This is an optimization exercise on Yosys and OpenROAD, whose aim is small area, a short achievable clock period and few clock cycles per item, not a production implementation.
RTL that was checked went through simulation tests only; none was proved equivalent to the original.
The RTL of runs 3 to 5 was laid out without a check of its function.

## config.mk

```make
export PLATFORM = sky130hd
export DESIGN_NAME = bitcoin_hash
export DESIGN_NICKNAME = bitcoin_hash
export VERILOG_FILES = /design/flow/design.v
export SDC_FILE = /design/flow/constraint.sdc
export NUM_CORES = 4
export LEC_CHECK = 0
export CAP_MARGIN = 20
export CORE_MARGIN = 2
export CORE_UTILIZATION = 40
export SETUP_SLACK_MARGIN = 5
export SLEW_MARGIN = 20
```

## constraint.sdc

```tcl
create_clock -name core_clock -period 9.0 [get_ports {clk}]
set_input_delay 1.8000 -clock core_clock [delete_from_list [all_inputs] [get_ports {clk}]]
set_output_delay 1.8000 -clock core_clock [all_outputs]
set_load 0.01 [all_outputs]
```

## design.v

```verilog
module bitcoin_hash(input logic clk, reset_n, start,
	input logic [15:0] message_addr, output_addr,
	output logic done, mem_we,
	output logic [15:0] mem_addr,
	output logic [31:0] mem_write_data,
	input logic [31:0] mem_read_data);
	function automatic logic [31:0] k(input logic [5:0] i);
		case (i)
			6'd0: k = 32'h428a2f98;
			6'd1: k = 32'h71374491;
			6'd2: k = 32'hb5c0fbcf;
			6'd3: k = 32'he9b5dba5;
			6'd4: k = 32'h3956c25b;
			6'd5: k = 32'h59f111f1;
			6'd6: k = 32'h923f82a4;
			6'd7: k = 32'hab1c5ed5;
			6'd8: k = 32'hd807aa98;
			6'd9: k = 32'h12835b01;
			6'd10: k = 32'h243185be;
			6'd11: k = 32'h550c7dc3;
			6'd12: k = 32'h72be5d74;
			6'd13: k = 32'h80deb1fe;
			6'd14: k = 32'h9bdc06a7;
			6'd15: k = 32'hc19bf174;
			6'd16: k = 32'he49b69c1;
			6'd17: k = 32'hefbe4786;
			6'd18: k = 32'h0fc19dc6;
			6'd19: k = 32'h240ca1cc;
			6'd20: k = 32'h2de92c6f;
			6'd21: k = 32'h4a7484aa;
			6'd22: k = 32'h5cb0a9dc;
			6'd23: k = 32'h76f988da;
			6'd24: k = 32'h983e5152;
			6'd25: k = 32'ha831c66d;
			6'd26: k = 32'hb00327c8;
			6'd27: k = 32'hbf597fc7;
			6'd28: k = 32'hc6e00bf3;
			6'd29: k = 32'hd5a79147;
			6'd30: k = 32'h06ca6351;
			6'd31: k = 32'h14292967;
			6'd32: k = 32'h27b70a85;
			6'd33: k = 32'h2e1b2138;
			6'd34: k = 32'h4d2c6dfc;
			6'd35: k = 32'h53380d13;
			6'd36: k = 32'h650a7354;
			6'd37: k = 32'h766a0abb;
			6'd38: k = 32'h81c2c92e;
			6'd39: k = 32'h92722c85;
			6'd40: k = 32'ha2bfe8a1;
			6'd41: k = 32'ha81a664b;
			6'd42: k = 32'hc24b8b70;
			6'd43: k = 32'hc76c51a3;
			6'd44: k = 32'hd192e819;
			6'd45: k = 32'hd6990624;
			6'd46: k = 32'hf40e3585;
			6'd47: k = 32'h106aa070;
			6'd48: k = 32'h19a4c116;
			6'd49: k = 32'h1e376c08;
			6'd50: k = 32'h2748774c;
			6'd51: k = 32'h34b0bcb5;
			6'd52: k = 32'h391c0cb3;
			6'd53: k = 32'h4ed8aa4a;
			6'd54: k = 32'h5b9cca4f;
			6'd55: k = 32'h682e6ff3;
			6'd56: k = 32'h748f82ee;
			6'd57: k = 32'h78a5636f;
			6'd58: k = 32'h84c87814;
			6'd59: k = 32'h8cc70208;
			6'd60: k = 32'h90befffa;
			6'd61: k = 32'ha4506ceb;
			6'd62: k = 32'hbef9a3f7;
			default: k = 32'hc67178f2;
		endcase
	endfunction
	function automatic logic [31:0] iv(input logic [2:0] i);
		case (i)
			3'd0: iv = 32'h6a09e667;
			3'd1: iv = 32'hbb67ae85;
			3'd2: iv = 32'h3c6ef372;
			3'd3: iv = 32'ha54ff53a;
			3'd4: iv = 32'h510e527f;
			3'd5: iv = 32'h9b05688c;
			3'd6: iv = 32'h1f83d9ab;
			default: iv = 32'h5be0cd19;
		endcase
	endfunction
	function automatic logic [63:0] csa(input logic [31:0] x, y, z);
		csa = {x ^ y ^ z, ((x & y) | (x & z) | (y & z)) << 1};
	endfunction
	function automatic logic [31:0] ror(input logic [31:0] x, input int r);
		ror = (x >> r) | (x << (32 - r));
	endfunction
	logic [31:0] a, b, c, d, e, f, g, h;
	logic [31:0] w [16];
	logic [31:0] mid [8];
	logic [31:0] p;
	logic [7:0] u;
	logic [5:0] kj;
	logic [4:0] n;
	logic b1, run;
	logic [31:0] s0, s1, ch, maj, a_new, e_new;
	logic [31:0] x1s, x1c, x2s, x2c, x3s, x3c, x4s, x4c;
	always_comb begin
		s1 = ror(e, 6) ^ ror(e, 11) ^ ror(e, 25);
		ch = (e & f) ^ (~e & g);
		s0 = ror(a, 2) ^ ror(a, 13) ^ ror(a, 22);
		maj = (a & b) ^ (a & c) ^ (b & c);
		{x1s, x1c} = csa(p, s1, ch);
		{x2s, x2c} = csa(x1s, x1c, d);
		e_new = x2s + x2c;
		{x3s, x3c} = csa(x1s, x1c, s0);
		{x4s, x4c} = csa(x3s, x3c, maj);
		a_new = x4s + x4c;
	end
	logic st_mid, st_iv, park, ff_first, ff_on, mid_shift, fold;
	logic blk2_setup, w_mem, w_form, w_ff, w_nonce, w_pad, w_640, w_256;
	always_comb begin
		blk2_setup = run && !b1 && u == 8'd0;
		st_mid = blk2_setup;
		st_iv = run && u == 8'd66;
		park = run && (b1 ? u == 8'd131 : u == 8'd65);
		ff_first = park;
		ff_on = run && (b1 ? (u >= 8'd131 && u <= 8'd138) : (u >= 8'd65 && u <= 8'd72));
		mid_shift = ff_on;
		fold = run && !b1 && u == 8'd129;
		w_form = run && ((u >= 8'd81 && u <= 8'd128) || (!b1 && u >= 8'd15 && u <= 8'd62));
		w_mem = run && (b1 ? ((u >= 8'd65 && u <= 8'd80) || u == 8'd138)
		                   : (u == 8'd129 || u == 8'd0 || u == 8'd1));
		w_ff = run && !b1 && u >= 8'd65 && u <= 8'd72;
		w_nonce = run && !b1 && u == 8'd2;
		w_pad = run && !b1 && (u == 8'd3 || u == 8'd73);
		w_640 = run && !b1 && u == 8'd14;
		w_256 = run && !b1 && u == 8'd80;
	end
	logic [31:0] ff_x, ff_y, ff;
	always_comb begin
		ff_x = b1 ? iv(3'(u - 8'd131)) : mid[0];
		ff_y = ff_first ? a : w[0];
		ff = ff_x + ff_y;
	end
	logic [31:0] wf, wnew, y1s, y1c, y2s, y2c;
	always_comb begin
		{y1s, y1c} = csa(ror(w[14], 17) ^ ror(w[14], 19) ^ (w[14] >> 10), w[9],
		                 ror(w[1], 7) ^ ror(w[1], 18) ^ (w[1] >> 3));
		{y2s, y2c} = csa(y1s, y1c, w[0]);
		wf = y2s + y2c;
		wnew = ({32{w_form}} & wf) | ({32{w_mem}} & mem_read_data) | ({32{w_ff}} & ff)
		     | ({32{w_nonce}} & {27'd0, n}) | (w_pad ? 32'h80000000 : 32'd0)
		     | (w_640 ? 32'd640 : 32'd0) | (w_256 ? 32'd256 : 32'd0);
	end
	logic [31:0] p_h, p_k;
	always_comb begin
		p_h = st_iv ? iv(3'd7) : (blk2_setup ? mid[7] : g);
		p_k = fold ? 32'h307b5f59 : k(kj);	 
	end
	always_ff @(posedge clk) begin
		if (st_mid) begin
			a <= mid[0]; b <= mid[1]; c <= mid[2]; d <= mid[3];
			e <= mid[4]; f <= mid[5]; g <= mid[6]; h <= mid[7];
		end else if (st_iv) begin
			a <= iv(0); b <= iv(1); c <= iv(2); d <= iv(3);
			e <= iv(4); f <= iv(5); g <= iv(6); h <= iv(7);
		end else begin
			a <= a_new; b <= a; c <= b; d <= c;
			e <= e_new; f <= e; g <= f; h <= g;
		end
		mem_write_data <= a_new;
		p <= p_h + p_k + w[15];
		for (int i = 0; i < 15; i++) w[i] <= w[i+1];
		w[15] <= wnew;
		if (park) begin
			w[0] <= b; w[1] <= c; w[2] <= d; w[3] <= e;
			w[4] <= f; w[5] <= g; w[6] <= h;
		end
		if (mid_shift) begin
			for (int i = 0; i < 7; i++) mid[i] <= mid[i+1];
			mid[7] <= b1 ? ff : mid[0];
		end
		if (u == 8'd65 || u == 8'd129 || u == 8'd138) kj <= 6'd0;
		else kj <= kj + 6'd1;
	end
	always_ff @(posedge clk, negedge reset_n) begin
		if (!reset_n) begin
			run <= 0;
			b1 <= 0;
			u <= 0;
			n <= 0;
			done <= 1;
			mem_we <= 0;
			mem_addr <= 0;
		end else begin
			mem_we <= 0;
			mem_addr <= mem_addr + 16'd1;
			u <= u + 8'd1;
			if (!run) begin
				done <= !start;
				if (start) begin
					run <= 1;
					b1 <= 1;
					u <= 8'd64;
					n <= 5'd31;
					mem_addr <= message_addr;
				end
			end else if (b1) begin
				if (u == 8'd136) mem_addr <= message_addr + 16'd16;
				if (u == 8'd138) begin
					b1 <= 0;
					u <= 8'd0;
				end
			end else begin
				if (u == 8'd127) mem_addr <= message_addr + 16'd16;
				if (u == 8'd129) u <= 8'd0;
				if (u == 8'd0 && n != 5'd31) begin
					mem_we <= 1;
					mem_addr <= output_addr + {12'd0, n[3:0]};
					if (n == 5'd15) run <= 0;
				end
				if (u == 8'd1) n <= n + 5'd1;
			end
		end
	end
endmodule
```

## run.sh

```bash
#!/bin/bash
# synth_recipe.tcl (not shown) runs the flow's synth.tcl, then flattens the netlist and writes it again
# the make line also repeats each setting of config.mk as NAME=value (left out here)
make -C /OpenROAD-flow-scripts/flow DESIGN_CONFIG=/design/flow/config.mk WORK_HOME=/design/flow/orfs CLKGATE_MAP_FILE= SYNTH_SCRIPT=/design/flow/synth_recipe.tcl finish
```

==> metrics.log, run 1 <==
INFO  metric ys_seq_elements = 1159
INFO  metric drtAntennaViolNets = 0
INFO  metric critical_path.max_fanout = 7
INFO  metric hold-worst-slack = 0.3102 ns
INFO  metric global_route.overflow_total = 0
INFO  metric worst_setup_hold_path_clk_slew = 0.07 ns
INFO  metric postSynthAreaPerCell = 10.39 um2
INFO  metric clock_sinks = 1159
INFO  metric drc_errors = 0
INFO  metric grt_pass1_vias = 40700
INFO  metric detail_route.vias_per_cell = 5.769
INFO  metric tns = 0 ns
INFO  metric yosys.cell_count.top_type = sky130_fd_sc_hd__dfxtp_1
INFO  metric via_count = 43100
INFO  metric critical-path-slowest-cell = sky130_fd_sc_hd__dfrtp_1
INFO  metric synth_edf_count = 256
INFO  metric clock-skew-final = 0.06259 ns
INFO  metric postSynth.asyncResetShare = 2.847%
INFO  metric layout.filler_cells = 12030
INFO  metric hold_path_class = flop to flop
INFO  metric final-instance-count-excl-fill = 7472
INFO  metric cts-htree-levels = 3
INFO  metric post_synth_most_frequent_cells = sky130_fd_sc_hd__dfxtp_1 (870), sky130_fd_sc_hd__nand2_1 (645), sky130_fd_sc_hd__inv_1 (387), sky130_fd_sc_hd__xnor2_1 (332), sky130_fd_sc_hd__o21ai_0 (318)
INFO  metric cp_cell_sequence = or2_4 > buf_6 > buf_6 > buf_6 > buf_6 > nor3_4 > a22oi_2 > nor3_4 > buf_12 > buf_12 > buf_16 > buf_4 > mux2_2 > ha_2 > inv_1 > nor2_2 > a31oi_4 > nand3_2 > a31o_4 > a211oi_4 > o21ai_2 > a21o_1 > xor2_1 > mux2_4
INFO  metric first_iter_violations = 5076
INFO  metric setup_ws = 4.093 ns
INFO  metric synthesis.area = 54890 um2
INFO  metric die-area = 140200 um2
INFO  metric hold_buffers = 0
INFO  metric status = timing/DRC/antenna clean
INFO  metric worstSetupPathType = flop to flop
INFO  metric endpoint_kind = flop
INFO  metric yosys_warnings = 3
INFO  metric worst-endpoint-required = 9.52 ns
INFO  metric cts_inserted_buffers = 116
INFO  metric final_area = 69340 um2
INFO  metric cells_after_synth = 5283
INFO  metric final_max_slew_viol_count = 0
INFO  metric post-route-util = 51.06%
INFO  metric gp_congestion = 1.001
INFO  metric worst_slew_margin_rel = 33.89%
INFO  metric grt_pass1_wl = 311.5 mm
INFO  metric cts-root-to-sink-buffers = 3
INFO  metric initial_core_util = 40.42%
INFO  metric die_height = 374.4 um
INFO  metric wl_per_cell = 30.04 um
INFO  metric detailedPlace.worstSlack = 2.902 ns
INFO  metric min_period = 4.907 ns
INFO  metric place.detailed.hpwl = 161.2 mm
INFO  metric antenna_found_initial = 33
INFO  metric report.final.hold_viol_count = 0
INFO  metric drive_gt1_share = 25.71%
INFO  metric maxCapViolCount = 0
INFO  metric placeable_core_region = 135800 um2
INFO  metric fin_nets = 6056
INFO  metric cts_tree = yes
INFO  metric number_of_different_library_cells_in_the_post_synthesis_netlist = 100
INFO  metric yosysTopAreaCell = sky130_fd_sc_hd__dfxtp_1
INFO  metric synth_seq_area_share = 47.24%
INFO  metric area_growth_syn_to_layout = 26.33%
INFO  metric grt_max_degree = 70
INFO  metric globalRouteTotalUtil = 31.12%
INFO  metric unrepaired_setup_endpoints_after_global_routing = yes
INFO  metric worstSkewPairLatency = 0.79 ns
INFO  metric max_clock_freq = 203.8 MHz
INFO  metric routed_wirelength = 224.5 mm
INFO  metric io_pins = 117
INFO  metric detailedRoute.firstPassIterationCount = 7
INFO  metric cts_root_buffer = sky130_fd_sc_hd__clkbuf_16
INFO  metric final_clock_period_utilization_by_the_worst_path = 54.52%
INFO  metric placed_cell_area = 58160 um2
INFO  metric yosys.area.top_type_share = 31.73%
INFO  metric rows = 135
INFO  metric synth_ff_type = sky130_fd_sc_hd__dfxtp_1
INFO  metric post_synth_main_area_contributors = sky130_fd_sc_hd__dfxtp_1 (32%), sky130_fd_sc_hd__edfxtp_1 (14%), sky130_fd_sc_hd__fa_1 (8.0%), sky130_fd_sc_hd__mux2_2 (6.1%), sky130_fd_sc_hd__xnor2_1 (5.3%)
INFO  metric tightestPinTransition = 0.9826 ns
INFO  metric worst-endpoint-arrival = 5.43 ns
INFO  metric crit_path_max_incr_delay = 0.41 ns
INFO  metric critPathLaunchType = flop
INFO  metric floorplan.die.width = 374.4 um
INFO  metric port_buffers = 116
INFO  metric placedCellCount = 6954
INFO  metric finalSetupViolations = 0
INFO  metric synth.net_count = 5759
INFO  metric path_common_cell = sky130_fd_sc_hd__buf_6
==> layout by cell type, fill, tap and decap left out, drive strengths merged, types with 32 or more instances in the layout <==
| cell type | count |
|---|---|
| dfxtp | 870 |
| nand2 | 646 |
| inv | 392 |
| buf | 344 |
| xnor2 | 332 |
| o21ai | 329 |
| mux2 | 298 |
| edfxtp | 256 |
| a21oi | 249 |
| nor2 | 234 |
| fa | 219 |
| ha | 190 |
| clkbuf | 169 |
| nand3 | 132 |
| clkdlybuf4s50 | 116 |
| xor2 | 112 |
| a21o | 68 |
| a211oi | 52 |
| nor3 | 41 |
| o211ai | 32 |
| dfrtp | 32 |
==> metal layers <==
layer	global-route usage, %	share of wire [%]
met1	44.04	43
met2	45.06	42
met3	6.946	9.7
met4	14.34	5.6
met5	0	0.011
==> timing repair <==
item / 4_1_cts / 5_1_grt
cloned: 14 / 0
buffers inserted: 192 / 83
resized for setup: 652 / 230
pin swaps: 264 / 164
endpoints found under the setup margin: 439 / 226
==> critical path, delay by kind of cell, from the launching register on <==
kind	cells	cell delay [ns]
flops	1	0.41
fa+ha+maj	1	0.28
mux	2	0.59
buf+inv	9	1.16
compound gates	6	1.22
xor+xnor	1	0.15
simple gates	5	0.86
==> layout make-up <==
cell class	instances	area [um2]	share of cell area, %
clock inverters	52	812.0	1.171
clock buffers	168	3403	4.908
repair buffers	470	4765	6.871
flip-flops and latches	1159	26130	37.68
inverters	388	1475	2.127
multi-input cells	3445	30510	44.00
well taps	1781	2228	3.214
diodes	9	22.52	0.03248
==> state kept, by name, indices dropped and copies added (netlist names), 16 cells and up, named ones only <==
signal and flops:
w 512, mid 256, a 32, b 32
c 32, d 32, e 32, f 32
g 32, h 32, mem_write_data 32, p 32
mem_addr 16
==> logic make-up (layout without fill, tap and decap cells) <==
kind of cell             after synthesis  after routing  share of synthesized area [%]
other                                  0              9                              0
AO/OA/AOI/OAI                       1027           1027                          11.94
buffers and inverters                682           1078                          4.844
flip-flops                          1159           1159                          47.24
adder cells (fa/ha/maj)              437            437                          12.83
AND/OR/NAND/NOR                     1213           1216                          9.510
XOR/XNOR                             444            444                          7.085
multiplexers                         321            321                          6.556
==> worst paths after layout <==
check	cells after the start	slack, ns	endpoint	start
worst min register to register	0	0.31	w[12][3]	w[13][3]
worst max-delay path	24	4.09	mid[7][29]	u[5]
worst min-delay path	0	0.31	w[12][3]	w[13][3]
min in group asynchronous	2	1.49	u[1]	reset_n
max in group asynchronous	2	7.11	u[2]	reset_n
worst max register to register	24	4.09	mid[7][29]	u[5]
Testbench counts, summed over its fixed seeds: cycles 51,792, jobs 24.
==> inputs of run 2 (changes only) <==
--- a/config.mk
+++ b/config.mk
@@ -6,4 +6,5 @@
 export NUM_CORES = 4
 export LEC_CHECK = 0
+export ABC_CLOCK_PERIOD_IN_PS = 3500
 export CAP_MARGIN = 20
 export CORE_MARGIN = 2
==> run 2 against run 1 <==
Against the previous run:
- still clean on timing, DRC and antenna
- via count unchanged
- synthesized cell count unchanged
- worst setup slack unchanged
- critical endpoint unchanged
==> metrics.log, run 2 <==
INFO  metric status = timing/DRC/antenna clean
INFO  metric min_period = 4.907 ns (unchanged)
INFO  metric via_count = 43100 (unchanged)
INFO  metric postSynth.asyncResetShare = 2.847% (unchanged)
INFO  metric die_height = 374.4 um (unchanged)
INFO  metric cts_tree = yes
INFO  metric critical_path.max_fanout = 7 (unchanged)
INFO  metric endpoint_kind = flop
INFO  metric detailedPlace.worstSlack = 2.902 ns (unchanged)
INFO  metric post_synth_most_frequent_cells = sky130_fd_sc_hd__dfxtp_1 (870), sky130_fd_sc_hd__nand2_1 (645), sky130_fd_sc_hd__inv_1 (387), sky130_fd_sc_hd__xnor2_1 (332), sky130_fd_sc_hd__o21ai_0 (318)
INFO  metric most-common-layout-cells = sky130_fd_sc_hd__dfxtp_1 (812), sky130_fd_sc_hd__nand2_1 (620), sky130_fd_sc_hd__inv_1 (345), sky130_fd_sc_hd__mux2_2 (277), sky130_fd_sc_hd__o21ai_0 (264)
INFO  metric synth.net_count = 5759 (unchanged)
INFO  metric unrepaired_setup_endpoints_after_global_routing = yes
INFO  metric final_clock_period_utilization_by_the_worst_path = 54.52% (unchanged)
INFO  metric reg2reg_setup_slack = 4.09 ns (about the same)
INFO  metric place.detailed.hpwl = 161.2 mm (unchanged)
INFO  metric initial_core_util = 40.42% (unchanged)
INFO  metric yosys.cell_count.top_type = sky130_fd_sc_hd__dfxtp_1
INFO  metric worst-endpoint-arrival = 5.43 ns (about the same)
INFO  metric setup_ws = 4.093 ns (unchanged)
INFO  metric clock-skew-final = 0.06259 ns (unchanged)
INFO  metric routed_wirelength = 224.5 mm (unchanged)
INFO  metric yosys.area.top_type_share = 31.73% (unchanged)
INFO  metric final_max_slew_viol_count = 0 (unchanged)
INFO  metric grt_max_degree = 70 (unchanged)
INFO  metric worst-endpoint-required = 9.52 ns (about the same)
INFO  metric postSynthAreaPerCell = 10.39 um2 (unchanged)
INFO  metric port_buffers = 116 (unchanged)
INFO  metric worst_hold_startpoint = w[13][3]
INFO  metric yosysTopAreaCell = sky130_fd_sc_hd__dfxtp_1
INFO  metric path_common_cell = sky130_fd_sc_hd__buf_6
INFO  metric critPathLaunchType = flop
INFO  metric post_synth_main_area_contributors = sky130_fd_sc_hd__dfxtp_1 (32%), sky130_fd_sc_hd__edfxtp_1 (14%), sky130_fd_sc_hd__fa_1 (8.0%), sky130_fd_sc_hd__mux2_2 (6.1%), sky130_fd_sc_hd__xnor2_1 (5.3%)
INFO  metric max_flop_register = w
INFO  metric wl_per_cell = 30.04 um (unchanged)
INFO  metric critical-path-slowest-cell = sky130_fd_sc_hd__dfrtp_1
INFO  metric cells_after_synth = 5283 (unchanged)
INFO  metric tns = 0 ns (unchanged)
INFO  metric hold_buffers = 0 (unchanged)
INFO  metric regToRegEndpoint = mid[7][29]
INFO  metric hold_path_class = flop to flop
INFO  metric worstSkewPairLatency = 0.79 ns (about the same)
INFO  metric placeable_core_region = 135800 um2 (unchanged)
INFO  metric synth_edf_count = 256 (unchanged)
INFO  metric grt_pass1_vias = 40700 (unchanged)
INFO  metric hold-path-cell-count = 0 (unchanged)
INFO  metric cp_cell_sequence = or2_4 > buf_6 > buf_6 > buf_6 > buf_6 > nor3_4 > a22oi_2 > nor3_4 > buf_12 > buf_12 > buf_16 > buf_4 > mux2_2 > ha_2 > inv_1 > nor2_2 > a31oi_4 > nand3_2 > a31o_4 > a211oi_4 > o21ai_2 > a21o_1 > xor2_1 > mux2_4
INFO  metric grt_pass1_wl = 311.5 mm (unchanged)
INFO  metric drtAntennaViolNets = 0 (unchanged)
INFO  metric worst_slew_margin_rel = 33.89% (unchanged)
INFO  metric worstReg2RegStart = u[5]
INFO  metric rows = 135 (unchanged)
INFO  metric tightestPinTransition = 0.9826 ns (unchanged)
INFO  metric worstSetupPathType = flop to flop
INFO  metric area_growth_syn_to_layout = 26.33% (unchanged)
INFO  metric finalSetupViolations = 0 (unchanged)
INFO  metric detail_route.vias_per_cell = 5.769 (unchanged)
INFO  metric synth_ff_type = sky130_fd_sc_hd__dfxtp_1
INFO  metric layout_top_registers = w (512), mid (256)
INFO  metric drive_gt1_share = 25.71% (unchanged)
INFO  metric final_common_cell = sky130_fd_sc_hd__dfxtp_1
INFO  metric layout.filler_cells = 12030 (unchanged)
INFO  metric report.final.hold_viol_count = 0 (unchanged)
INFO  metric cts-root-to-sink-buffers = 3 (unchanged)
INFO  metric rr_worst_depth = 24 (unchanged)
INFO  metric detailedRoute.firstPassIterationCount = 7 (unchanged)
INFO  metric globalRouteTotalUtil = 31.12% (unchanged)
INFO  metric worst_setup_hold_path_clk_slew = 0.07 ns (about the same)
INFO  metric ys_seq_elements = 1159 (unchanged)
INFO  metric antenna_found_initial = 33 (unchanged)
INFO  metric max_clock_freq = 203.8 MHz (unchanged)
INFO  metric gp_congestion = 1.001 (unchanged)
INFO  metric die-area = 140200 um2 (unchanged)
INFO  metric cts-htree-levels = 3 (unchanged)
INFO  metric hold-worst-slack = 0.3102 ns (unchanged)
INFO  metric cts_root_buffer = sky130_fd_sc_hd__clkbuf_16
INFO  metric drc_errors = 0 (unchanged)
INFO  metric synth_seq_area_share = 47.24% (unchanged)
INFO  metric yosys_warnings = 3 (unchanged)
INFO  metric global_route.overflow_total = 0 (unchanged)
INFO  metric cts_inserted_buffers = 116 (unchanged)
INFO  metric largest_register_ff_count = 512 (unchanged)
INFO  metric crit_path_max_incr_delay = 0.41 ns (about the same)
INFO  metric number_of_different_library_cells_in_the_post_synthesis_netlist = 100 (unchanged)
INFO  metric floorplan.die.width = 374.4 um (unchanged)
INFO  metric maxCapViolCount = 0 (unchanged)
INFO  metric io_pins = 117 (unchanged)
INFO  metric synthesis.area = 54890 um2 (unchanged)
INFO  metric first_iter_violations = 5076 (unchanged)
INFO  metric worstHoldEndpoint = w[12][3]
INFO  metric fin_nets = 6056 (unchanged)
INFO  metric clock_sinks = 1159 (unchanged)
## run 2: layer usage
metal | part of all wire (%) | global-route usage (%) | routed length, um
met2 | 42 | 45.06 | 94130
met4 | 5.6 | 14.34 | 12520
met1 | 43 | 44.04 | 96050
met5 | 0.011 | 0 | 24
met3 | 9.7 | 6.946 | 21750
## run 2: logic make-up after synthesis
| logic type | Yosys count | synth area share (%) |
|---|---|---|
| AOI/OAI and AO/OA | 1027 | 11.94 |
| xor gates and xnor gates | 444 | 7.085 |
| adders and majority gates | 437 | 12.83 |
| buffers and inverters | 682 | 4.844 |
| DFF | 1159 | 47.24 |
| muxes | 321 | 6.556 |
| and+or+nand+nor | 1213 | 9.510 |
## run 2: per-stage QoR
step	area (um2)	util, %	std cells
after floorplan	55450	-	5283
after global placement	58160	42.82	6954
after detailed placement	58160	42.82	6954
after CTS	67530	49.73	7380
after global routing	69320	51.04	7463
final	69340	51.06	7472
## run 2: cell type report
cell class	count	area, um2	area share [%]
clock buffer	168	3403	4.908
multi-input combinational	3445	30510	44.00
sequential	1159	26130	37.68
clock inverter	52	812.0	1.171
tap	1781	2228	3.214
inverter	388	1475	2.127
antenna	9	22.52	0.03248
timing repair buffer	470	4765	6.871
## run 2: worst max-delay path: cells and delay by family, from the launching register on
kind	cells	cell delay, ns
AOI/OAI and AO/OA	6	1.22
buffers and inverters	9	1.16
and+or+nand+nor	5	0.86
muxes	2	0.59
DFF	1	0.41
adders and majority gates	1	0.28
xor gates and xnor gates	1	0.15
## run 2: worst max path at each step
stage,startpoint,to,slack (ns),cells past startpoint
detailed placement,u[0],p[31],2.90,21
global route,u[5],mid[7][29],3.93,24
finish,u[5],mid[7][29],4.09,24
global placement,u[0],p[31],3.04,21
CTS,e[1],a[31],4.12,20
floorplan,u[4],p[31],4.40,26
## run 2: what timing repair did
item | CTS | global route
setup buffers | 192 | 83
endpoints found under the setup margin | 439 | 226
gates cloned | 14 | 0
pin swaps | 264 | 164
gates resized for setup | 652 | 230
==> inputs of run 3 (changes only) <==
--- a/design.v
+++ b/design.v
@@ -85,7 +85,4 @@
 		endcase
 	endfunction
-	function automatic logic [63:0] csa(input logic [31:0] x, y, z);
-		csa = {x ^ y ^ z, ((x & y) | (x & z) | (y & z)) << 1};
-	endfunction
 	function automatic logic [31:0] ror(input logic [31:0] x, input int r);
 		ror = (x >> r) | (x << (32 - r));
@@ -99,6 +96,5 @@
 	logic [4:0] n;
 	logic b1, run;
-	logic [31:0] s0, s1, ch, maj, a_new, e_new;
-	logic [31:0] x1s, x1c, x2s, x2c, x3s, x3c, x4s, x4c;
+	logic [31:0] s0, s1, ch, maj, t1, a_new, e_new;
 	always_comb begin
 		s1 = ror(e, 6) ^ ror(e, 11) ^ ror(e, 25);
@@ -106,10 +102,7 @@
 		s0 = ror(a, 2) ^ ror(a, 13) ^ ror(a, 22);
 		maj = (a & b) ^ (a & c) ^ (b & c);
-		{x1s, x1c} = csa(p, s1, ch);
-		{x2s, x2c} = csa(x1s, x1c, d);
-		e_new = x2s + x2c;
-		{x3s, x3c} = csa(x1s, x1c, s0);
-		{x4s, x4c} = csa(x3s, x3c, maj);
-		a_new = x4s + x4c;
+		t1 = p + s1 + ch;
+		a_new = t1 + s0 + maj;
+		e_new = t1 + d;
 	end
 	logic st_mid, st_iv, park, ff_first, ff_on, mid_shift, fold;
@@ -139,10 +132,8 @@
 		ff = ff_x + ff_y;
 	end
-	logic [31:0] wf, wnew, y1s, y1c, y2s, y2c;
-	always_comb begin
-		{y1s, y1c} = csa(ror(w[14], 17) ^ ror(w[14], 19) ^ (w[14] >> 10), w[9],
-		                 ror(w[1], 7) ^ ror(w[1], 18) ^ (w[1] >> 3));
-		{y2s, y2c} = csa(y1s, y1c, w[0]);
-		wf = y2s + y2c;
+	logic [31:0] wf, wnew;
+	always_comb begin
+		wf = (ror(w[14], 17) ^ ror(w[14], 19) ^ (w[14] >> 10)) + w[9]
+		   + (ror(w[1], 7) ^ ror(w[1], 18) ^ (w[1] >> 3)) + w[0];
 		wnew = ({32{w_form}} & wf) | ({32{w_mem}} & mem_read_data) | ({32{w_ff}} & ff)
 		     | ({32{w_nonce}} & {27'd0, n}) | (w_pad ? 32'h80000000 : 32'd0)
--- a/config.mk
+++ b/config.mk
@@ -6,8 +6,6 @@
 export NUM_CORES = 4
 export LEC_CHECK = 0
-export ABC_CLOCK_PERIOD_IN_PS = 3500
 export CAP_MARGIN = 20
 export CORE_MARGIN = 2
 export CORE_UTILIZATION = 40
-export SETUP_SLACK_MARGIN = 5
 export SLEW_MARGIN = 20
==> run 3 against run 2 <==
Against the previous run:
- critical path type unchanged
- cell count shrank 2.8%
- worst hold slack gained 0.0025 ns
- largest cell class unchanged
- area after synthesis is essentially flat
- still clean on timing, DRC and antenna
==> metrics.log, run 3 <==
INFO  metric status = timing/DRC/antenna clean
INFO  metric gp_congestion = 0.9921 (-0.93%)
INFO  metric synth_edf_count = 256 (unchanged)
INFO  metric endpoint_kind = flop
INFO  metric portion_of_netlist_area_occupied_by_mux_cells = 6.398% (-0.16 points)
INFO  metric synthSimpleGateAreaFrac = 10.72% (+1.2 points)
INFO  metric clock-skew-final = 0.08859 ns (+0.02600 ns)
INFO  metric wl_per_cell = 29.10 um (-3.1%)
INFO  metric synth_seq_area_share = 47.25% (about the same)
INFO  metric cts_setup_buffers = 0 (-100%)
INFO  metric max_flop_register = w
INFO  metric min_period = 7.472 ns (+2.565 ns)
INFO  metric grt_max_degree = 143 (+100%)
INFO  metric postSynth.asyncResetShare = 2.847% (unchanged)
INFO  metric initial_core_util = 40.41% (about the same)
INFO  metric port_buffers = 116 (unchanged)
INFO  metric cts_inserted_buffers = 116 (unchanged)
INFO  metric hold-worst-slack = 0.3127 ns (+0.002468 ns)
INFO  metric cts_tree = yes
INFO  metric largest_register_ff_count = 512 (unchanged)
INFO  metric die_height = 374.4 um (about the same)
INFO  metric final_common_cell = sky130_fd_sc_hd__dfxtp_1
INFO  metric timing.critical_path.max_delay_family = compound AO/OA/AOI/OAI gates
INFO  metric post_cts.resized_instances = 0 (-100%)
INFO  metric number_of_different_library_cells_in_the_post_synthesis_netlist = 93 (-7.0%)
INFO  metric critPathLaunchType = flop
INFO  metric antenna_found_initial = 9 (-73%)
INFO  metric globalRouteTotalUtil = 29.39% (-1.7 points)
INFO  metric drtAntennaViolNets = 0 (unchanged)
INFO  metric cells_after_synth = 5369 (+1.6%)
INFO  metric tightestPinTransition = 1.097 ns (+0.1147 ns)
INFO  metric cts_root_buffer = sky130_fd_sc_hd__clkbuf_16
INFO  metric unrepaired_setup_endpoints_after_global_routing = no
INFO  metric worst_slew_margin_rel = 26.08% (-7.8 points)
INFO  metric final_clock_period_utilization_by_the_worst_path = 83.02% (+28 points)
INFO  metric hold_buffers = 0 (unchanged)
INFO  metric tns = 0 ns (unchanged)
INFO  metric maxCapViolCount = 0 (unchanged)
INFO  metric fin_nets = 5826 (-3.8%)
INFO  metric finalSetupViolations = 0 (unchanged)
INFO  metric worst-endpoint-arrival = 8.14 ns (+2.71 ns)
INFO  metric worst-endpoint-required = 9.67 ns (+0.15 ns)
INFO  metric critical-path-slowest-cell = sky130_fd_sc_hd__fa_1
INFO  metric yosys.area.top_type_share = 31.74% (about the same)
INFO  metric global_route.overflow_total = 0 (unchanged)
INFO  metric hold_path_class = flop to flop
INFO  metric path_common_cell = sky130_fd_sc_hd__a21oi_1
INFO  metric most-common-layout-cells = sky130_fd_sc_hd__dfxtp_1 (870), sky130_fd_sc_hd__nand2_1 (637), sky130_fd_sc_hd__xnor2_1 (328), sky130_fd_sc_hd__o21ai_0 (319), sky130_fd_sc_hd__a21oi_1 (294)
INFO  metric max_clock_freq = 133.8 MHz (-34%)
INFO  metric parity_gate_share_of_the_synthesized_area_counting_xor_and_xnor_cells = 7.392% (+0.31 points)
INFO  metric synthesis.area = 54880 um2 (about the same)
INFO  metric first_iter_violations = 5260 (+3.6%)
INFO  metric placeable_core_region = 135800 um2 (unchanged)
INFO  metric worstSetupPathType = flop to flop
INFO  metric post_synth_main_area_contributors = sky130_fd_sc_hd__dfxtp_1 (32%), sky130_fd_sc_hd__edfxtp_1 (14%), sky130_fd_sc_hd__fa_1 (5.9%), sky130_fd_sc_hd__mux2_2 (5.5%), sky130_fd_sc_hd__xnor2_1 (5.3%)
INFO  metric worst_hold_startpoint = w[13][27]
INFO  metric die-area = 140200 um2 (about the same)
INFO  metric io_pins = 117 (unchanged)
INFO  metric synth.net_count = 5817 (+1.0%)
INFO  metric synth_fa_ha_area_share = 11.27% (-1.6 points)
INFO  metric worst_setup_hold_path_clk_slew = 0.07 ns (about the same)
INFO  metric drc_errors = 0 (unchanged)
INFO  metric postSynthAreaPerCell = 10.22 um2 (-1.6%)
INFO  metric yosysTopAreaCell = sky130_fd_sc_hd__dfxtp_1
INFO  metric report.final.hold_viol_count = 0 (unchanged)
INFO  metric routed_wirelength = 211.4 mm (-5.8%)
INFO  metric place.detailed.hpwl = 163.0 mm (+1.2%)
INFO  metric yosys.cell_count.top_type = sky130_fd_sc_hd__dfxtp_1
INFO  metric ys_seq_elements = 1159 (unchanged)
INFO  metric crit_path_max_incr_delay = 0.53 ns (+0.12 ns)
INFO  metric cts-htree-levels = 3 (unchanged)
INFO  metric synth_ff_type = sky130_fd_sc_hd__dfxtp_1
INFO  metric yosys_warnings = 3 (unchanged)
INFO  metric worst_setup_path_startpoint = e[27]
INFO  metric worstReg2RegStart = e[27]
INFO  metric grt_pass1_wl = 294.8 mm (-5.4%)
INFO  metric cts-root-to-sink-buffers = 3 (unchanged)
INFO  metric rows = 135 (unchanged)
INFO  metric post_synth_most_frequent_cells = sky130_fd_sc_hd__dfxtp_1 (870), sky130_fd_sc_hd__nand2_1 (638), sky130_fd_sc_hd__xnor2_1 (331), sky130_fd_sc_hd__o21ai_0 (320), sky130_fd_sc_hd__a21oi_1 (294)
INFO  metric grt_pass1_vias = 39280 (-3.5%)
INFO  metric drive_gt1_share = 10.97% (-15 points)
INFO  metric critical_path.max_fanout = 6 (-1)
INFO  metric detailedRoute.firstPassIterationCount = 8 (+1)
INFO  metric clock_sinks = 1159 (unchanged)
INFO  metric detail_route.vias_per_cell = 5.699 (-1.2%)
INFO  metric area_growth_syn_to_layout = 13.02%
INFO  metric crit_buf_inv = 1 (-8)
INFO  metric layout_top_registers = w (512), mid (256)
INFO  metric floorplan.die.width = 374.4 um (about the same)
INFO  metric synth_top_family_by_area = compound AO/OA/AOI/OAI gates
INFO  metric final_max_slew_viol_count = 0 (unchanged)
INFO  metric via_count = 41410 (-3.9%)
INFO  metric fraction_of_the_mapped_netlist_area_in_compound_gates = 13.01% (+1.1 points)
INFO  metric worstSkewPairLatency = 0.79 ns (about the same)
==> run 3: changes by cell type after synthesis, sizes merged, moves of 29 or more <==
| cell | delta |
|---|---|
| a21o | +29 |
| nand3 | +49 |
| buf | -41 |
| inv | -110 |
| ha | +30 |
| nor2 | +34 |
| clkbuf | +42 |
| a21oi | +49 |
| fa | -58 |
==> run 3: path summary, 6_finish.rpt <==
| kind | cells past startpoint | slack [ns] | end |
|---|---|---|---|
| worst min-delay path | 0 | 0.31 | w[12][27] |
| max in group asynchronous | 1 | 7.28 | b1 |
| worst max-delay path | 27 | 1.53 | a[31] |
| min in group asynchronous | 1 | 1.13 | u[6] |
| worst min register to register | 0 | 0.31 | w[12][27] |
| worst max register to register | 27 | 1.53 | a[31] |
==> run 3: kinds of logic after synthesis <==
kind of cell | after synthesis
buffers and inverters | 573
muxes | 317
AOI/OAI and AO/OA | 1119
xor gates and xnor gates | 460
adders and majority gates | 402
DFF | 1159
and+or+nand+nor | 1339
==> run 3: layer usage <==
metal / wire length, um / track usage, % / part of all wire, %
met1: 90990 / 40.65 / 43
met5: 28 / 0 / 0.013
met4: 9188 / 11.29 / 4.3
met2: 92060 / 44.74 / 44
met3: 19180 / 6.404 / 9.1
==> run 3: metrics by stage <==
step                cells  worst slack, ns  area [um2]  utilization [%]
finish               7266            1.528       62020            45.67
CTS                  7260            1.620       62010            45.66
detailed placement   7041            1.663       57800            42.56
global route         7260            1.229       62010            45.66
floorplan            5369           0.3402       54880                -
global placement     7041            1.635       57800            42.56
==> run 3: worst register-to-register path, delay by kind of cell (launching register included) <==
| family | cells | cell delay (ns) |
|---|---|---|
| AOI/OAI and AO/OA | 14 | 3.28 |
| and+or+nand+nor | 4 | 0.88 |
| buffers and inverters | 1 | 0.06 |
| DFF | 1 | 0.50 |
| adders and majority gates | 4 | 1.70 |
| xor gates and xnor gates | 4 | 0.95 |
==> run 3: area by class of cell <==
| cell class | count | area (um2) |
|---|---|---|
| clock buffers | 159 | 3352 |
| diodes | 6 | 15.01 |
| fillers | 12810 | 73780 |
| clock inverters | 60 | 857.1 |
| flip-flops and latches | 1159 | 25930 |
| inverters | 279 | 1047 |
| well taps | 1781 | 2228 |
| multi-input cells | 3637 | 26890 |
| repair buffers | 185 | 1699 |
==> inputs of run 4 (changes only) <==
--- a/config.mk
+++ b/config.mk
@@ -9,3 +9,4 @@
 export CORE_MARGIN = 2
 export CORE_UTILIZATION = 40
+export SETUP_SLACK_MARGIN = 5
 export SLEW_MARGIN = 20
==> run 4 against run 3 <==
Against the previous run:
- wire length rose by 5.9%
- critical endpoint is now a[25]
- maximum frequency rose by 18%
- largest cell class unchanged
- synthesized cell count did not move
==> metrics.log, run 4 <==
INFO  metric finalSetupViolations = 0 (unchanged)
INFO  metric max_flop_register = w
INFO  metric worstSkewPairLatency = 0.82 ns (+0.03 ns)
INFO  metric placed_cell_area = 58310 um2 (+0.87%)
INFO  metric synth.net_count = 5817 (unchanged)
INFO  metric worst_setup_hold_path_clk_slew = 0.06 ns (about the same)
INFO  metric unrepaired_setup_endpoints_after_global_routing = yes
INFO  metric largest_register_ff_count = 512 (unchanged)
INFO  metric synth_seq_area_share = 47.25% (unchanged)
INFO  metric final_max_slew_viol_count = 0 (unchanged)
INFO  metric fin_nets = 6131 (+5.2%)
INFO  metric cts_root_buffer = sky130_fd_sc_hd__clkbuf_16
INFO  metric cts_tree = yes
INFO  metric ys_seq_elements = 1159 (unchanged)
INFO  metric status = timing/DRC/antenna clean
INFO  metric final_clock_period_utilization_by_the_worst_path = 70.50% (-13 points)
INFO  metric tns = 0 ns (unchanged)
INFO  metric worst_slew_margin_rel = 25.27% (-0.81 points)
INFO  metric hold-worst-slack = 0.3058 ns (-0.006937 ns)
INFO  metric first_iter_violations = 4821 (-8.3%)
INFO  metric max_clock_freq = 157.6 MHz (+18%)
INFO  metric critical_path.max_fanout = 3 (-3)
INFO  metric post_synth_main_area_contributors = sky130_fd_sc_hd__dfxtp_1 (32%), sky130_fd_sc_hd__edfxtp_1 (14%), sky130_fd_sc_hd__fa_1 (5.9%), sky130_fd_sc_hd__mux2_2 (5.5%), sky130_fd_sc_hd__xnor2_1 (5.3%)
INFO  metric clock-skew-final = 0.09351 ns (+0.004915 ns)
INFO  metric synthesis.area = 54880 um2 (unchanged)
INFO  metric most-common-layout-cells = sky130_fd_sc_hd__dfxtp_1 (819), sky130_fd_sc_hd__nand2_1 (612), sky130_fd_sc_hd__mux2_2 (257), sky130_fd_sc_hd__edfxtp_1 (256), sky130_fd_sc_hd__o21ai_0 (252)
INFO  metric layout.filler_cells = 12030 (-6.0%)
INFO  metric grt_pass1_wl = 310.4 mm (+5.3%)
INFO  metric placeable_core_region = 135800 um2 (unchanged)
INFO  metric final_area = 69780 um2 (+13%)
INFO  metric place.detailed.hpwl = 162.7 mm (-0.20%)
INFO  metric grt_pass1_vias = 41570 (+5.8%)
INFO  metric timing.critical_path.max_delay_family = compound AO/OA/AOI/OAI gates
INFO  metric drc_errors = 0 (unchanged)
INFO  metric yosysTopAreaCell = sky130_fd_sc_hd__dfxtp_1
INFO  metric floorplan.die.width = 374.4 um (unchanged)
INFO  metric post-route-util = 51.38% (+5.7 points)
INFO  metric final_common_cell = sky130_fd_sc_hd__dfxtp_1
INFO  metric maxCapViolCount = 0 (unchanged)
INFO  metric globalRouteTotalUtil = 30.89% (+1.5 points)
INFO  metric hold_buffers = 0 (unchanged)
INFO  metric cells_after_synth = 5369 (unchanged)
INFO  metric gp_congestion = 0.9818 (-1.0%)
INFO  metric io_pins = 117 (unchanged)
INFO  metric postSynth.asyncResetShare = 2.847% (unchanged)
INFO  metric layout_top_registers = w (512), mid (256)
INFO  metric postSynthAreaPerCell = 10.22 um2 (unchanged)
INFO  metric die-area = 140200 um2 (unchanged)
INFO  metric detailedRoute.firstPassIterationCount = 6 (-2)
INFO  metric antenna_found_initial = 17 (+8)
INFO  metric synth_edf_count = 256 (unchanged)
INFO  metric worst-endpoint-required = 9.68 ns (about the same)
INFO  metric global_route.overflow_total = 0 (unchanged)
INFO  metric endpoint_kind = flop
INFO  metric crit_buf_inv = 3 (+2)
INFO  metric worstSetupPathType = flop to flop
INFO  metric post_synth_most_frequent_cells = sky130_fd_sc_hd__dfxtp_1 (870), sky130_fd_sc_hd__nand2_1 (638), sky130_fd_sc_hd__xnor2_1 (331), sky130_fd_sc_hd__o21ai_0 (320), sky130_fd_sc_hd__a21oi_1 (294)
INFO  metric min_period = 6.345 ns (-1.127 ns)
INFO  metric number_of_different_library_cells_in_the_post_synthesis_netlist = 93 (unchanged)
INFO  metric rows = 135 (unchanged)
INFO  metric setup_ws = 2.655 ns (+1.127 ns)
INFO  metric tightestPinTransition = 1.121 ns (+0.02368 ns)
INFO  metric hold_path_class = flop to flop
INFO  metric detail_route.vias_per_cell = 5.772 (+1.3%)
INFO  metric cts-htree-levels = 3 (unchanged)
INFO  metric routed_wirelength = 223.9 mm (+5.9%)
INFO  metric drtAntennaViolNets = 0 (unchanged)
INFO  metric wl_per_cell = 29.54 um (+1.5%)
INFO  metric die_height = 374.4 um (unchanged)
INFO  metric area_growth_syn_to_layout = 27.16%
INFO  metric yosys.cell_count.top_type = sky130_fd_sc_hd__dfxtp_1
INFO  metric crit_path_max_incr_delay = 0.63 ns (+0.10 ns)
INFO  metric via_count = 43760 (+5.7%)
INFO  metric yosys.area.top_type_share = 31.74% (unchanged)
INFO  metric clock_sinks = 1159 (unchanged)
INFO  metric drive_gt1_share = 26.30% (+15 points)
INFO  metric port_buffers = 116 (unchanged)
INFO  metric initial_core_util = 40.41% (unchanged)
INFO  metric critical-path-slowest-cell = sky130_fd_sc_hd__fa_2
INFO  metric worst-endpoint-arrival = 7.02 ns (-1.12 ns)
INFO  metric grt_max_degree = 158 (+10%)
INFO  metric report.final.hold_viol_count = 0 (unchanged)
INFO  metric cts_inserted_buffers = 117 (+0.86%)
INFO  metric synth_ff_type = sky130_fd_sc_hd__dfxtp_1
INFO  metric cts-root-to-sink-buffers = 3 (unchanged)
INFO  metric detailedPlace.worstSlack = 1.963 ns (+0.2999 ns)
INFO  metric critPathLaunchType = flop
INFO  metric yosys_warnings = 3 (unchanged)
[run 4: what timing repair did]
action                                  in CTS  in global routing
endpoints found under the setup margin     386                382
pin swaps                                  218                234
buffers inserted                           206                 96
gates resized for setup                    636                313
endpoints found under the hold margin        0                  0
cloned                                      12                  1
[run 4: cell type report]
cell class | instances | area, um2 | area share [%]
multi-input cells | 3640 | 31430 | 45.04
flip-flops and latches | 1159 | 26070 | 37.35
repair buffers | 486 | 4875 | 6.985
clock buffers | 148 | 3247 | 4.653
well taps | 1781 | 2228 | 3.193
inverters | 279 | 1081 | 1.549
clock inverters | 76 | 825.8 | 1.183
diodes | 12 | 30.03 | 0.04303
[run 4: final timing paths]
check,start,endpoint,slack (ns),cells past startpoint
setup / recovery,e[13],a[25],2.66,29
hold / removal,w[8][11],w[7][11],0.31,0
setup reg to reg,e[13],a[25],2.66,29
hold reg to reg,w[8][11],w[7][11],0.31,0
max in group asynchronous,reset_n,run,7.26,1
min in group asynchronous,reset_n,u[2],1.12,1
[run 4: logic make-up (layout without fill, tap and decap cells)]
kind of cell / after synthesis / after routing / synth area share [%]
compound gates: 1119 / 1119 / 13.01
mux: 317 / 317 / 6.398
flops: 1159 / 1159 / 47.25
other cells: 0 / 12 / 0
fa+ha+maj: 402 / 402 / 11.27
xor+xnor: 460 / 460 / 7.392
simple gates: 1339 / 1342 / 10.72
buf+inv: 573 / 989 / 3.965
[run 4: layer usage]
metal	track usage, %	vias up	wire (um)
met5	0	-	76
met1	41.96	21830	92050
li1	-	19240	-
met2	46.79	2217	98520
met3	6.358	467	21060
met4	15.04	10	12210
[run 4: per-stage QoR]
step                      instances
after floorplan                5369
after global placement         7029
after detailed placement       7029
after CTS                      7471
after global routing           7569
final                          7581
==> inputs of run 5 (changes only) <==
--- a/design.v
+++ b/design.v
@@ -85,4 +85,7 @@
 		endcase
 	endfunction
+	function automatic logic [63:0] csa(input logic [31:0] x, y, z);
+		csa = {x ^ y ^ z, ((x & y) | (x & z) | (y & z)) << 1};
+	endfunction
 	function automatic logic [31:0] ror(input logic [31:0] x, input int r);
 		ror = (x >> r) | (x << (32 - r));
@@ -96,5 +99,6 @@
 	logic [4:0] n;
 	logic b1, run;
-	logic [31:0] s0, s1, ch, maj, t1, a_new, e_new;
+	logic [31:0] s0, s1, ch, maj, a_new, e_new;
+	logic [31:0] x1s, x1c, x2s, x2c, x3s, x3c, x4s, x4c;
 	always_comb begin
 		s1 = ror(e, 6) ^ ror(e, 11) ^ ror(e, 25);
@@ -102,38 +106,68 @@
 		s0 = ror(a, 2) ^ ror(a, 13) ^ ror(a, 22);
 		maj = (a & b) ^ (a & c) ^ (b & c);
-		t1 = p + s1 + ch;
-		a_new = t1 + s0 + maj;
-		e_new = t1 + d;
-	end
-	logic st_mid, st_iv, park, ff_first, ff_on, mid_shift, fold;
-	logic blk2_setup, w_mem, w_form, w_ff, w_nonce, w_pad, w_640, w_256;
-	always_comb begin
-		blk2_setup = run && !b1 && u == 8'd0;
-		st_mid = blk2_setup;
-		st_iv = run && u == 8'd66;
-		park = run && (b1 ? u == 8'd131 : u == 8'd65);
-		ff_first = park;
-		ff_on = run && (b1 ? (u >= 8'd131 && u <= 8'd138) : (u >= 8'd65 && u <= 8'd72));
-		mid_shift = ff_on;
-		fold = run && !b1 && u == 8'd129;
-		w_form = run && ((u >= 8'd81 && u <= 8'd128) || (!b1 && u >= 8'd15 && u <= 8'd62));
-		w_mem = run && (b1 ? ((u >= 8'd65 && u <= 8'd80) || u == 8'd138)
-		                   : (u == 8'd129 || u == 8'd0 || u == 8'd1));
-		w_ff = run && !b1 && u >= 8'd65 && u <= 8'd72;
-		w_nonce = run && !b1 && u == 8'd2;
-		w_pad = run && !b1 && (u == 8'd3 || u == 8'd73);
-		w_640 = run && !b1 && u == 8'd14;
-		w_256 = run && !b1 && u == 8'd80;
+		{x1s, x1c} = csa(p, s1, ch);
+		{x2s, x2c} = csa(x1s, x1c, d);
+		e_new = x2s + x2c;
+		{x3s, x3c} = csa(x1s, x1c, s0);
+		{x4s, x4c} = csa(x3s, x3c, maj);
+		a_new = x4s + x4c;
+	end
+	logic run_n, b1_n;
+	logic [7:0] u_n;
+	always_comb begin
+		run_n = run;
+		b1_n = b1;
+		u_n = u + 8'd1;
+		if (!run) begin
+			if (start) begin
+				run_n = 1;
+				b1_n = 1;
+				u_n = 8'd64;
+			end
+		end else if (b1) begin
+			if (u == 8'd138) begin
+				b1_n = 0;
+				u_n = 8'd0;
+			end
+		end else begin
+			if (u == 8'd129) u_n = 8'd0;
+			if (u == 8'd0 && n == 5'd15) run_n = 0;
+		end
+	end
+	logic st_mid, st_iv, park, ff_on, fold, kj_clr;
+	logic w_mem, w_form, w_ff, w_nonce, w_pad, w_640, w_256;
+	always_ff @(posedge clk, negedge reset_n) begin
+		if (!reset_n) begin
+			st_mid <= 0; st_iv <= 0; park <= 0; ff_on <= 0; fold <= 0; kj_clr <= 0;
+			w_mem <= 0; w_form <= 0; w_ff <= 0; w_nonce <= 0; w_pad <= 0; w_640 <= 0; w_256 <= 0;
+		end else begin
+			st_mid <= run_n && !b1_n && u_n == 8'd0;
+			st_iv <= run_n && u_n == 8'd66;
+			park <= run_n && (b1_n ? u_n == 8'd131 : u_n == 8'd65);
+			ff_on <= run_n && (b1_n ? (u_n >= 8'd131 && u_n <= 8'd138) : (u_n >= 8'd65 && u_n <= 8'd72));
+			fold <= run_n && !b1_n && u_n == 8'd129;
+			kj_clr <= u_n == 8'd65 || (b1_n ? (u_n == 8'd130 || u_n == 8'd138) : u_n == 8'd129);
+			w_form <= run_n && ((u_n >= 8'd81 && u_n <= 8'd128) || (!b1_n && u_n >= 8'd15 && u_n <= 8'd62));
+			w_mem <= run_n && (b1_n ? ((u_n >= 8'd65 && u_n <= 8'd80) || u_n == 8'd138)
+			                        : (u_n == 8'd129 || u_n == 8'd0 || u_n == 8'd1));
+			w_ff <= run_n && !b1_n && u_n >= 8'd65 && u_n <= 8'd72;
+			w_nonce <= run_n && !b1_n && u_n == 8'd2;
+			w_pad <= run_n && !b1_n && (u_n == 8'd3 || u_n == 8'd73);
+			w_640 <= run_n && !b1_n && u_n == 8'd14;
+			w_256 <= run_n && !b1_n && u_n == 8'd80;
+		end
 	end
 	logic [31:0] ff_x, ff_y, ff;
 	always_comb begin
-		ff_x = b1 ? iv(3'(u - 8'd131)) : mid[0];
-		ff_y = ff_first ? a : w[0];
+		ff_x = b1 ? iv(kj[2:0]) : mid[0];
+		ff_y = park ? a : w[0];
 		ff = ff_x + ff_y;
 	end
-	logic [31:0] wf, wnew;
-	always_comb begin
-		wf = (ror(w[14], 17) ^ ror(w[14], 19) ^ (w[14] >> 10)) + w[9]
-		   + (ror(w[1], 7) ^ ror(w[1], 18) ^ (w[1] >> 3)) + w[0];
+	logic [31:0] wf, wnew, y1s, y1c, y2s, y2c;
+	always_comb begin
+		{y1s, y1c} = csa(ror(w[14], 17) ^ ror(w[14], 19) ^ (w[14] >> 10), w[9],
+		                 ror(w[1], 7) ^ ror(w[1], 18) ^ (w[1] >> 3));
+		{y2s, y2c} = csa(y1s, y1c, w[0]);
+		wf = y2s + y2c;
 		wnew = ({32{w_form}} & wf) | ({32{w_mem}} & mem_read_data) | ({32{w_ff}} & ff)
 		     | ({32{w_nonce}} & {27'd0, n}) | (w_pad ? 32'h80000000 : 32'd0)
@@ -142,5 +176,5 @@
 	logic [31:0] p_h, p_k;
 	always_comb begin
-		p_h = st_iv ? iv(3'd7) : (blk2_setup ? mid[7] : g);
+		p_h = st_iv ? iv(3'd7) : (st_mid ? mid[7] : g);
 		p_k = fold ? 32'h307b5f59 : k(kj);	 
 	end
@@ -164,9 +198,9 @@
 			w[4] <= f; w[5] <= g; w[6] <= h;
 		end
-		if (mid_shift) begin
+		if (ff_on) begin
 			for (int i = 0; i < 7; i++) mid[i] <= mid[i+1];
 			mid[7] <= b1 ? ff : mid[0];
 		end
-		if (u == 8'd65 || u == 8'd129 || u == 8'd138) kj <= 6'd0;
+		if (kj_clr) kj <= 6'd0;
 		else kj <= kj + 6'd1;
 	end
@@ -181,13 +215,12 @@
 			mem_addr <= 0;
 		end else begin
+			run <= run_n;
+			b1 <= b1_n;
+			u <= u_n;
 			mem_we <= 0;
 			mem_addr <= mem_addr + 16'd1;
-			u <= u + 8'd1;
 			if (!run) begin
 				done <= !start;
 				if (start) begin
-					run <= 1;
-					b1 <= 1;
-					u <= 8'd64;
 					n <= 5'd31;
 					mem_addr <= message_addr;
@@ -195,15 +228,9 @@
 			end else if (b1) begin
 				if (u == 8'd136) mem_addr <= message_addr + 16'd16;
-				if (u == 8'd138) begin
-					b1 <= 0;
-					u <= 8'd0;
-				end
 			end else begin
 				if (u == 8'd127) mem_addr <= message_addr + 16'd16;
-				if (u == 8'd129) u <= 8'd0;
 				if (u == 8'd0 && n != 5'd31) begin
 					mem_we <= 1;
 					mem_addr <= output_addr + {12'd0, n[3:0]};
-					if (n == 5'd15) run <= 0;
 				end
 				if (u == 8'd1) n <= n + 5'd1;
==> run 5 against run 4 <==
Against the previous run:
- cell area decreased by 1.8%
- still clean on timing, DRC and antenna
- via count is 3.9% lower
- highest routed layer is now met4
==> metrics.log, run 5 <==
INFO  metric routed_wirelength = 218.7 mm (-2.3%)
INFO  metric yosys.area.top_type_share = 31.50% (-0.23 points)
INFO  metric layout_top_registers = w (512), mid (256)
INFO  metric drive_gt1_share = 24.74% (-1.6 points)
INFO  metric hold_path_class = flop to flop
INFO  metric postSynth.asyncResetShare = 3.925% (+1.1 points)
INFO  metric unrepaired_setup_endpoints_after_global_routing = yes
INFO  metric reg2reg_setup_slack = 4.22 ns (+1.56 ns)
INFO  metric regToRegEndpoint = a[23]
INFO  metric initial_core_util = 40.26% (-0.15 points)
INFO  metric io_pins = 117 (unchanged)
INFO  metric worstReg2RegStart = e[26]
INFO  metric worst_hold_startpoint = w[8][0]
INFO  metric synth_seq_area_share = 47.49% (+0.24 points)
INFO  metric synth_edf_count = 256 (unchanged)
INFO  metric postSynthAreaPerCell = 10.85 um2 (+6.1%)
INFO  metric cts-htree-levels = 3 (unchanged)
INFO  metric synth.net_count = 5572 (-4.2%)
INFO  metric critPathLaunchType = flop
INFO  metric wl_per_cell = 30.01 um (+1.6%)
INFO  metric detailedRoute.firstPassIterationCount = 6 (unchanged)
INFO  metric detail_route.vias_per_cell = 5.773 (about the same)
INFO  metric max_clock_freq = 209.0 MHz (+33%)
INFO  metric status = timing/DRC/antenna clean
INFO  metric placeable_core_region = 137300 um2 (+1.1%)
INFO  metric first_iter_violations = 4734 (-1.8%)
INFO  metric die-area = 141200 um2 (+0.74%)
INFO  metric floorplan.die.width = 375.8 um (+0.37%)
INFO  metric grtUsageMet3 = 5.105% (-1.3 points)
INFO  metric globalRouteTotalUtil = 30.24% (-0.65 points)
INFO  metric worst_setup_hold_path_clk_slew = 0.07 ns (about the same)
INFO  metric ys_seq_elements = 1172 (+1.1%)
INFO  metric most-common-layout-cells = sky130_fd_sc_hd__dfxtp_1 (799), sky130_fd_sc_hd__inv_1 (348), sky130_fd_sc_hd__nand2_1 (297), sky130_fd_sc_hd__mux2_2 (287), sky130_fd_sc_hd__nor2_1 (261)
INFO  metric global_route.usage.met2 = 44.68% (-2.1 points)
INFO  metric final_max_slew_viol_count = 0 (unchanged)
INFO  metric hold-worst-slack = 0.2863 ns (-0.01945 ns)
INFO  metric endpoint_kind = flop
INFO  metric area_growth_syn_to_layout = 23.94%
INFO  metric maxCapViolCount = 0 (unchanged)
INFO  metric hold-path-cell-count = 0 (unchanged)
INFO  metric grt.met1_usage = 43.22% (+1.3 points)
INFO  metric post_synth_main_area_contributors = sky130_fd_sc_hd__dfxtp_1 (32%), sky130_fd_sc_hd__edfxtp_1 (14%), sky130_fd_sc_hd__fa_1 (7.9%), sky130_fd_sc_hd__mux2_2 (6.1%), sky130_fd_sc_hd__xnor2_1 (5.0%)
INFO  metric number_of_different_library_cells_in_the_post_synthesis_netlist = 86 (-7.5%)
INFO  metric synthesis.area = 55290 um2 (+0.75%)
INFO  metric antenna_found_initial = 10 (-7)
INFO  metric place.detailed.hpwl = 158.7 mm (-2.5%)
INFO  metric port_buffers = 116 (unchanged)
INFO  metric yosys.cell_count.top_type = sky130_fd_sc_hd__dfxtp_1
INFO  metric worstSkewPairLatency = 0.77 ns (-0.05 ns)
INFO  metric min_period = 4.784 ns (-1.561 ns)
INFO  metric cts-root-to-sink-buffers = 3 (unchanged)
INFO  metric yosys_warnings = 3 (unchanged)
INFO  metric drc_errors = 0 (unchanged)
INFO  metric yosysTopAreaCell = sky130_fd_sc_hd__dfxtp_1
INFO  metric die_height = 375.8 um (+0.37%)
INFO  metric largest_register_ff_count = 512 (unchanged)
INFO  metric cells_after_synth = 5097 (-5.1%)
INFO  metric post_synth_most_frequent_cells = sky130_fd_sc_hd__dfxtp_1 (870), sky130_fd_sc_hd__inv_1 (377), sky130_fd_sc_hd__xnor2_1 (314), sky130_fd_sc_hd__nand2_1 (312), sky130_fd_sc_hd__mux2_2 (299)
INFO  metric fin_nets = 5858 (-4.5%)
INFO  metric worstHoldEndpoint = w[7][0]
INFO  metric cts_inserted_buffers = 119 (+1.7%)
INFO  metric clock_sinks = 1172 (+1.1%)
INFO  metric grt_max_degree = 111 (-30%)
INFO  metric worst-endpoint-arrival = 5.43 ns (-1.59 ns)
INFO  metric global_route.overflow_total = 0 (unchanged)
INFO  metric grt_most_used_layer = met2
INFO  metric cts_root_buffer = sky130_fd_sc_hd__clkbuf_16
INFO  metric final_clock_period_utilization_by_the_worst_path = 53.16% (-17 points)
INFO  metric rows = 136 (+0.74%)
INFO  metric finalSetupViolations = 0 (unchanged)
INFO  metric tns = 0 ns (unchanged)
INFO  metric via_count = 42060 (-3.9%)
INFO  metric rr_worst_depth = 20 (-31%)
INFO  metric tightestPinTransition = 1.144 ns (+0.02282 ns)
INFO  metric cts_tree = yes
INFO  metric max_flop_register = w
INFO  metric grt_pass1_wl = 304.6 mm (-1.9%)
INFO  metric report.final.hold_viol_count = 0 (unchanged)
INFO  metric drtAntennaViolNets = 0 (unchanged)
INFO  metric worst_slew_margin_rel = 23.10% (-2.2 points)
INFO  metric grt_pass1_vias = 40250 (-3.2%)
INFO  metric final_common_cell = sky130_fd_sc_hd__dfxtp_1
INFO  metric synth_ff_type = sky130_fd_sc_hd__dfxtp_1
INFO  metric worstSetupPathType = flop to flop
INFO  metric worst-endpoint-required = 9.65 ns (-0.03 ns)
INFO  metric critical_path.max_fanout = 4 (+1)
INFO  metric clock-skew-final = 0.05214 ns (-0.04136 ns)
INFO  metric gp_congestion = 0.9911 (+0.95%)
==> run 5: changes by cell type after synthesis, sizes merged, moves of 34 or more <==
| cell | previous run | this run |
|---|---|---|
| a22o | 15 | 88 |
| inv | 277 | 379 |
| nand2 | 638 | 312 |
| o21ai | 337 | 227 |
| a21oi | 298 | 225 |
| o22a | 11 | 98 |
| nand3 | 181 | 71 |
| fa | 161 | 219 |
| a21o | 97 | 63 |
==> run 5: critical path, stage by stage, from the launching register on <==
cell,delay [ns]
sky130_fd_sc_hd__dfxtp_4,0.41
sky130_fd_sc_hd__xnor2_4,0.16
sky130_fd_sc_hd__xnor2_2,0.22
sky130_fd_sc_hd__fa_1,0.48
sky130_fd_sc_hd__inv_2,0.08
sky130_fd_sc_hd__fa_1,0.42
sky130_fd_sc_hd__fa_1,0.49
sky130_fd_sc_hd__inv_1,0.04
sky130_fd_sc_hd__ha_2,0.18
sky130_fd_sc_hd__fa_2,0.36
sky130_fd_sc_hd__a211o_1,0.30
sky130_fd_sc_hd__nand4_1,0.17
sky130_fd_sc_hd__a31oi_4,0.14
sky130_fd_sc_hd__a21o_4,0.26
sky130_fd_sc_hd__a41oi_4,0.19
sky130_fd_sc_hd__buf_4,0.15
sky130_fd_sc_hd__buf_6,0.08
sky130_fd_sc_hd__nand2b_1,0.06
sky130_fd_sc_hd__a21oi_2,0.18
sky130_fd_sc_hd__xnor2_2,0.10
sky130_fd_sc_hd__a22o_1,0.19
==> run 5: routing by layer <==
metal / part of all wire, % / vias up
met5: 0 / -
met4: 5.7 / 0
met3: 8.8 / 415
met2: 42 / 2143
met1: 43 / 21140
li1: - / 18370
==> run 5: worst max path at each step <==
stage               endpoint  startpoint  depth (start not counted)  slack [ns]
floorplan              a[29]        e[1]                         18        4.61
global placement       p[31]      st_mid                         17        3.39
finish                 a[23]       e[26]                         20        4.22
CTS                    a[29]       e[26]                         19        4.28
detailed placement     p[31]      st_mid                         17        3.37
global route           a[29]       e[26]                         19        4.11
==> run 5: cells by family (layout without fill, tap and decap cells) <==
logic type               Yosys count  in the layout  synth area share [%]
adder cells (fa/ha/maj)          435            435                 12.70
other                              0              4                     0
buffers and inverters            664           1053                 4.538
multiplexers                     322            322                 6.506
AO/OA/AOI/OAI                   1135           1135                 14.23
AND/OR/NAND/NOR                  938            940                 7.706
flip-flops                      1172           1172                 47.49
XOR/XNOR                         431            431                 6.828
==> run 5: metrics by stage <==
step / cells / utilization, % / setup slack [ns] / cell area, um2
finish: 7286 / 49.90 / 4.216 / 68520
global route: 7283 / 49.89 / 4.109 / 68520
CTS: 7186 / 48.50 / 4.283 / 66610
detailed placement: 6789 / 42.50 / 3.368 / 58370
global placement: 6789 / 42.50 / 3.385 / 58370
floorplan: 5097 / - / 4.609 / 55600
==> run 5: cell type report <==
type                       count  area (um2)
fill                       12030       68800
multi-input combinational   3263       29770
sequential                  1172       26460
timing repair buffer         443        4466
clock buffer                 160        3306
tap                         1794        2245
inverter                     382        1484
clock inverter                66       762.0
timing repair inverter         2       17.52
antenna                        4       10.01
==> run 5: timing repair <==
action / CTS / global route
gates resized for setup: 537 / 244
setup endpoints to repair: 196 / 130
pin swaps: 240 / 191
setup buffers: 158 / 95
cloned: 13 / 1
hold buffers: 0 / 0

## re-timing with driven ports
No port has a modelled driver above. Below, the same layouts with a new extraction and two added sets of constraints. Step 1: set_driving_cell puts a clkbuf_16 on clk and a buf_2 on each other input, an assumption about the parent block. Step 2 also shifts input and output timing later by t, the mid clock arrival at the registers, as if the neighbouring blocks saw the same clock. Slacks: no drivers / after step 1 / after step 2; pairs: no drivers / after step 1.
| run | t (ns) | setup WS [ns] | worst slew at a driven data input, ns |
|---|---|---|---|
| run 1 | 0.840 | 4.093 / 4.093 / 4.093 | 0.07 |
| run 2 | 0.840 | 4.093 / 4.093 / 4.093 | 0.07 |
| run 3 | 0.816 | 1.528 / 1.528 / 1.528 | 0.07 |
| run 4 | 0.843 | 2.655 / 2.655 / 2.655 | 0.07 |
| run 5 | 0.829 | 4.216 / 4.216 / 4.216 | 0.10 |
After both steps every run listed still meets setup and hold.
